Source: an optimization exercise on an open RTL-to-GDS flow (aim: small area, a short achievable clock period and few clock cycles). Production flows keep margins and buffers that such runs may drop.
Only simulation tests tie the RTL to the original design; equivalence was not proved.
Power figures rest on the tool's default switching activity, not on a simulated workload.

## flow/design.v

```verilog
module algo_3_final (
    input  wire        clk,
    input  wire        reset,       
    input  wire        trigger,     
    input  wire        pix_valid,
    input  wire [7:0]  pix_data,
    output wire        pix_ready,
    input  wire [10:0] data_ram_i,
    output reg  [10:0] data_ram_o,
    output reg  [10:0] addr_ram,
    output reg         we,
    input  wire [13:0] data_ram_energia_i,
    output reg  [13:0] data_ram_energia_o,
    output reg  [10:0] addr_ram_energia,
    input  wire [5:0]  data_ram_cantidad_i,
    output reg  [5:0]  data_ram_cantidad_o,
    output reg  [10:0] addr_ram_cantidad,
    output reg         fin_signal
);
  localparam integer PIXELS  = 7081;
  localparam integer ANCHO   = 97;
  localparam integer RING    = 99;     
  localparam integer DLY     = 92;     
  localparam [10:0]  SCRATCH = 11'd127;
  wire restart = !reset || trigger;
  reg        fin;
  reg [12:0] rem;         
  reg        open;        
  reg [1:0]  st;          
  reg        fwr;         
  reg        e_lab;       
  reg [13:0] e_data;
  reg [5:0]  c_data;
  reg [10:0] label_r;     
  reg [10:0] lab2;        
  reg        lab1z, lab2z;
  reg [10:0] U, UR, M3;   
  reg        M3z;
  reg [10:0] s0, s1, s2;  
  reg [1:0]  cidx, uidx;
  reg        cap, cap_ok;
  reg [6:0]  wptr;
  reg        filled;
  reg [6:0]  col;         
  reg        mL;          
  reg [6:0]  ring;        
  reg        i1;          
  reg [10:0] nxt;         
  reg        wrapped;
  reg [11:0] cf;          
  wire ready_int = !fin && (st == 2'd0 || st == 2'd3) && open;
  assign pix_ready = ready_int;
  wire proc = ready_int && pix_valid;
  wire        vnz  = |pix_data;
  wire [10:0] lft  = mL ? 11'd0 : (i1 ? lab2 : label_r);
  wire        lftz = mL | (i1 ? lab2z : lab1z);
  wire        allz = lftz & M3z;
  wire [10:0] mx   = (lft > M3) ? lft : M3;
  wire [10:0] lab  = !vnz ? 11'd0 : (allz ? nxt : mx);
  wire        labz = !vnz | (allz & (nxt == 11'd0));
  wire        op_new = vnz & allz & !wrapped;
  wire        op_rmw = vnz & !labz & !op_new;
  reg  [10:0] s;
  always @(*) begin
    case (uidx)
      2'd0: s = s0;
      2'd1: s = s1;
      default: s = s2;
    endcase
  end
  wire        mUL_n = (col == 7'd97);
  wire        mUR_n = (col == 7'd96);
  wire [10:0] a = mUL_n ? 11'd0 : U;
  wire [10:0] b = UR;
  wire [10:0] c = mUR_n ? 11'd0 : s;
  wire        ab = a < b, ac = a < c, bc = b < c;
  wire [10:0] m3n = (!ab && !ac) ? a : (!bc ? b : c);
  wire       we_now   = !fin && (st != 2'd1);
  wire       clear_now = we_now && !e_lab && !cf[11];
  wire [11:0] cf_a    = cf + {11'd0, clear_now};
  wire       alloc    = proc && vnz && allz;
  always @(*) begin
    we                  = we_now;
    addr_ram            = fwr ? {4'd0, wptr} : SCRATCH;
    data_ram_o          = label_r;
    addr_ram_energia    = e_lab ? label_r : cf[10:0];
    addr_ram_cantidad   = e_lab ? label_r : cf[10:0];
    data_ram_energia_o  = e_lab ? e_data : 14'd0;
    data_ram_cantidad_o = e_lab ? c_data : 6'd0;
    fin_signal          = fin;
  end
  wire [11:0] cf_n = (alloc && cf_a == {1'b0, nxt}) ? cf_a + 12'd1 : cf_a;
  always @(posedge clk) begin
    if (restart) begin
      fin <= 1'b0; rem <= PIXELS[12:0]; open <= 1'b1;
      st <= 2'd0; fwr <= 1'b0; e_lab <= 1'b0;
      e_data <= 14'd0; c_data <= 6'd0;
      label_r <= 11'd0; lab2 <= 11'd0; lab1z <= 1'b1; lab2z <= 1'b1;
      U <= 11'd0; UR <= 11'd0; M3 <= 11'd0; M3z <= 1'b1;
      s0 <= 11'd0; s1 <= 11'd0; s2 <= 11'd0;
      cidx <= 2'd0; uidx <= 2'd0; cap <= 1'b0; cap_ok <= 1'b0;
      wptr <= 7'd0; filled <= 1'b0;
      col <= 7'd1; mL <= 1'b1; ring <= 7'd1; i1 <= 1'b1;
      nxt <= 11'd1; wrapped <= 1'b0; cf <= 12'd1;
    end else begin
      cf <= cf_n;
      cap <= fwr;
      cap_ok <= filled;
      if (cap) begin
        case (cidx)
          2'd0: s0 <= cap_ok ? data_ram_i : 11'd0;
          2'd1: s1 <= cap_ok ? data_ram_i : 11'd0;
          default: s2 <= cap_ok ? data_ram_i : 11'd0;
        endcase
        cidx <= (cidx == 2'd2) ? 2'd0 : cidx + 2'd1;
      end
      if (fwr) begin
        if (wptr == DLY - 1) begin wptr <= 7'd0; filled <= 1'b1; end
        else wptr <= wptr + 7'd1;
      end
      if (proc) begin
        rem   <= rem - 13'd1;
        open  <= (rem != 13'd1);
        label_r <= lab; lab1z <= labz;
        lab2 <= label_r; lab2z <= lab1z;
        U <= UR; UR <= s;
        M3 <= m3n; M3z <= (m3n == 11'd0);
        uidx <= (uidx == 2'd2) ? 2'd0 : uidx + 2'd1;
        col  <= (col == 7'd97) ? 7'd1 : col + 7'd1;
        mL   <= (col == 7'd97);
        ring <= (ring == RING) ? 7'd1 : ring + 7'd1;
        i1   <= (ring == RING);
        if (alloc) begin
          nxt <= nxt + 11'd1;
          if (nxt == 11'd2047) wrapped <= 1'b1;
        end
        e_data <= {6'd0, pix_data};
        c_data <= 6'd1;
        st    <= op_rmw ? 2'd1 : 2'd0;
        fwr   <= !op_rmw;
        e_lab <= op_new | op_rmw;
      end else begin
        case (st)
          2'd1: begin st <= 2'd2; fwr <= 1'b1; e_lab <= 1'b0; end
          2'd2: begin
            st <= 2'd3; fwr <= 1'b0; e_lab <= 1'b1;
            e_data <= data_ram_energia_i + e_data;
            c_data <= data_ram_cantidad_i + 6'd1;
          end
          default: begin st <= 2'd0; fwr <= 1'b0; e_lab <= 1'b0; end
        endcase
      end
      if (!fin && !open && (st == 2'd0 || st == 2'd3) && cf_n[11])
        fin <= 1'b1;
    end
  end
endmodule
```

## flow/run.sh

```bash
#!/bin/bash
# synth_recipe.tcl (not shown) runs the flow's synth.tcl, then flattens the netlist and writes it again
# the make line also repeats each setting of config.mk as NAME=value (left out here)
make -C /OpenROAD-flow-scripts/flow DESIGN_CONFIG=/design/flow/config.mk WORK_HOME=/design/flow/orfs CLKGATE_MAP_FILE= SYNTH_SCRIPT=/design/flow/synth_recipe.tcl finish
```

## flow/config.mk

```make
export PLATFORM = sky130hd
export DESIGN_NAME = algo_3_final
export DESIGN_NICKNAME = algo_3_final
export VERILOG_FILES = /design/flow/design.v
export SDC_FILE = /design/flow/constraint.sdc
export NUM_CORES = 4
export LEC_CHECK = 0
export CAP_MARGIN = 20
export CORE_MARGIN = 2
export CORE_UTILIZATION = 40
export SLEW_MARGIN = 20
```

## flow/constraint.sdc

```tcl
create_clock -name core_clock -period 5.5 [get_ports {clk}]
set_input_delay 1.1000 -clock core_clock [delete_from_list [all_inputs] [get_ports {clk}]]
set_output_delay 1.1000 -clock core_clock [all_outputs]
set_load 0.01 [all_outputs]
```

==> run notes <==
how the worst max path moves through the flow:
stage	from	to	slack [ps]
after floorplan	uidx[0]$_SDFFE_PP0P_	M3[6]$_SDFFE_PP0P_	2220
after global placement	pix_valid	cf[11]$_SDFF_PP0_	1540
after detailed placement	col[2]$_SDFFE_PP0P_	M3z$_SDFFE_PP1P_	1450
after CTS	col[2]$_SDFFE_PP0P_	M3z$_SDFFE_PP1P_	1340
after global routing	col[2]$_SDFFE_PP0P_	M3z$_SDFFE_PP1P_	1050
final	col[2]$_SDFFE_PP0P_	M3z$_SDFFE_PP1P_	1280
per-layer routing:
metal / vias up / GRT usage / part of all wire
met1: 4490 / 0.250 / 0.47
met5: - / 0 / 0
met2: 165 / 0.341 / 0.48
li1: 4828 / - / -
met3: 32 / 0.0271 / 0.032
met4: 0 / 0.0491 / 0.014
cells by family after synthesis:
group | share of synthesized area
AOI/OAI and AO/OA | 0.139
adders and majority gates | 0.0808
and+or+nand+nor | 0.257
DFF | 0.337
other | 0.000343
buffers and inverters | 0.0573
muxes | 0.0611
xor gates and xnor gates | 0.0678
per-stage QoR:
| step | hold slack, ps | utilization | cell area, um^2 | total power, uW | setup slack (ps) |
|---|---|---|---|---|---|
| floorplan | 422 | - | 10900 | 1540 | 2220 |
| global placement | 439 | 0.449 | 12100 | 1620 | 1540 |
| detailed placement | 438 | 0.449 | 12100 | 1620 | 1450 |
| CTS | 458 | 0.470 | 12600 | 2840 | 1340 |
| global route | 475 | 0.470 | 12600 | 2910 | 1050 |
| finish | 455 | 0.470 | 12600 | 2810 | 1280 |
worst register-to-register path: stages (launching register included):
cell and delay [ps]:
dfxtp_1 360, nor4b_4 330, nand3_1 460, and2_1 400, ha_1 310, a21o_1 200
a211oi_1 430, o211ai_1 210, o211ai_2 730, mux2i_1 360, nand2_1 90, o31ai_1 250
power by group through the flow:
stage / sequential, uW / clock [uW] / combinational (uW)
after floorplan: 1380 / 0 / 154
after global placement: 1390 / 0 / 227
after detailed placement: 1390 / 0 / 228
after CTS: 1360 / 1250 / 230
after global routing: 1370 / 1300 / 253
final: 1360 / 1220 / 228
cell usage in the layout (no fill, tap or decap), types with 30 or more instances in the layout:
cell type,instances
a21oi_1,116
ha_1,69
nand3_1,77
clkdlybuf4s50_1,105
mux2i_1,47
and2_1,37
dfxtp_1,183
xnor2_1,30
nand2_1,192
inv_1,44
nor2_1,121
o21ai_0,34
nand4_1,44
xor2_1,37
area by class of cell:
class                           count  area [um^2]  share of cell area
Clock buffer                       18          439              0.0348
Clock inverter                     14          134              0.0106
Inverter                           44          165              0.0131
Multi-Input combinational cell   1039         6660               0.527
Sequential cell                   184         3680               0.292
Tap cell                          341          427              0.0338
Timing Repair Buffer              114         1130              0.0895
==> impl_metrics.toml <==
[critical_path]
crit_chain = "nor4b_4, nand3_1, and2_1, ha_1, a21o_1, a211oi_1, o211ai_1, o211ai_2, mux2i_1, nand2_1, o31ai_1"
crit_path_max_fanout = 16
critPathRequiredTime_ps = 5850
reg2reg_slack_ps = 1280
cp.buffers_inverters = 0
slowest_stage = "o211ai_2"
worst-path-stages = 11
critical_path_arrival_ps = 4570
path_class = "flip-flop to flip-flop"
endpoint_kind = "flip-flop"
crit-reg2reg-launch = "col[2]$_SDFFE_PP0P_"
critPathTopFamily = "compound AO/OA/AOI/OAI gates"
reg2reg_to = "M3z$_SDFFE_PP1P_"
ff2ff_path_depth = 11
slowest_delay_ps = 730
start_kind = "flip-flop"

[clocking]
path_clk_slew_ps = 70
cts_tree = "built"
clock_sinks = 184
cts_hold_buffers = 0
clk_latency_ps = 440
cts.path.max_buffers = 2
cts_resized = 0
post-cts-setup-buffers = 0
htreeDepth = 4
cts_buffers = 17
clock-root-buffer = "clkbuf_16"

[floorplanning]
dieArea_um2 = 28700
fp-row-count = 60
die_x_um = 169
fp.coreArea_um2 = 26900
start_util = 0.407
die_y_um = 169
io_pins = 110

[synthesis]
synth.avg_cell_area_um2 = 8.03
yosysMostFrequentCell = "nand2_1"
synth_top_cell_by_area = "dfxtp_1"
syn_area_um2 = 10900
yosysTopAreaCellShare = 0.337
yosys_warnings = 1
synth_async_sr_flop_share = 0
seq_area_frac_synth = 0.337
synthFlopType = "dfxtp_1"
synth_area_leaders = "dfxtp_1 (34%), ha_1 (7.9%), nand2_1 (6.6%), a21oi_1 (5.3%), mux2i_1 (4.3%)"
synth-edff-count = 0
ys_ff_latch = 184
synth_common_cells = "nand2_1 (193), dfxtp_1 (184), nor2_1 (121)"
ys_types = 75
synth_cells = 1362

[routing]
routed_wl_mm = 27.6
ant_nets = 0
drc_errors = 0
first_iter_violations = 692
wire_per_inst_um = 15.7
vias = 9515
vias_per_cell = 5.42
drt-pass1-iter-count = 5

[power_and_ir_drop]
p_sw_uw = 755
ir_worst_vdd_uv = 169
p_clk_frac = 0.434
intPower_uw = 2050
combPwrFrac = 0.081
p_leak_uw = 0.00450
switching_share = 0.269
p_per_area_nw_per_um2 = 222
p_seq_frac = 0.485

[cells_and_area]
finalNetCount = 1513
fillers = 2682
top_regs = "e_data x14, rem x13, cf x12"
drive_above_1_share = 0.0545
final_cells = 1754
regMostFlops = "e_data"
diodes = 0
largest_register_ffs = 14
area_growth_pct = 15.6

[global_route]
antenna_found_initial = 0
gr-total-overflow = 0
track_usage = 0.194
grt_pass1_wl_mm = 45.8
grt_pass1_vias = 9069
grt_max_degree = 83

[placement]
dp_hpwl_mm = 19.5
place.gp.congestion = 0.917
port_buffers = 105
dpl.cell_count = 1722

[timing]
finalSetupTns_ps = 0
period_share = 0.767
setup_viol = 0
max_freq_ghz = 0.237
hold_violations = 0
fin_crit_ps = 4220
maxSlewViolCount = 0
relSlewSlack = 0.316
clock_skew_ps = 13.9
tightest_slew_ps = 1030
rsz0062_at_grt = "false"

[flow_run]
cap_violations = 0

[worst_hold_path]
whs_path_depth = 2
min-delay-start = "s2[4]$_SDFFE_PP0P_"
hold_class = "flip-flop to flip-flop"
whs_endpoint = "s2[4]$_SDFFE_PP0P_"

[run_status]
status = "complete, no violations"
Testbench counts, summed over its fixed seeds: cycles 172,970.

separate check: timing with driven ports:
In the flow no input, the clock included, has a driving cell. The finished layout below was timed again as built, in two steps.
Step 1 sets driving cells, clkbuf_16 on the clock port and buf_2 on the other inputs (assumed; they add their load-dependent delay and slew).
Step 2, shift: input delay + t, output delay - t, t = (earliest + latest rising clock arrival at the registers) / 2. This alone moves slack from input paths to output paths.
Slacks: ideal ports / drivers / drivers and shift; pairs: ideal ports / drivers.
t, ns: 0.476
slack for setup (ns): 1.283 / 1.283 / 1.283
hold WS [ns]: 0.455 / 0.455 / 0.455
After both steps setup and hold are still met in this run. The setup slack of this run moves by 0.000 ns with the drivers and by 0.000 ns with both steps.
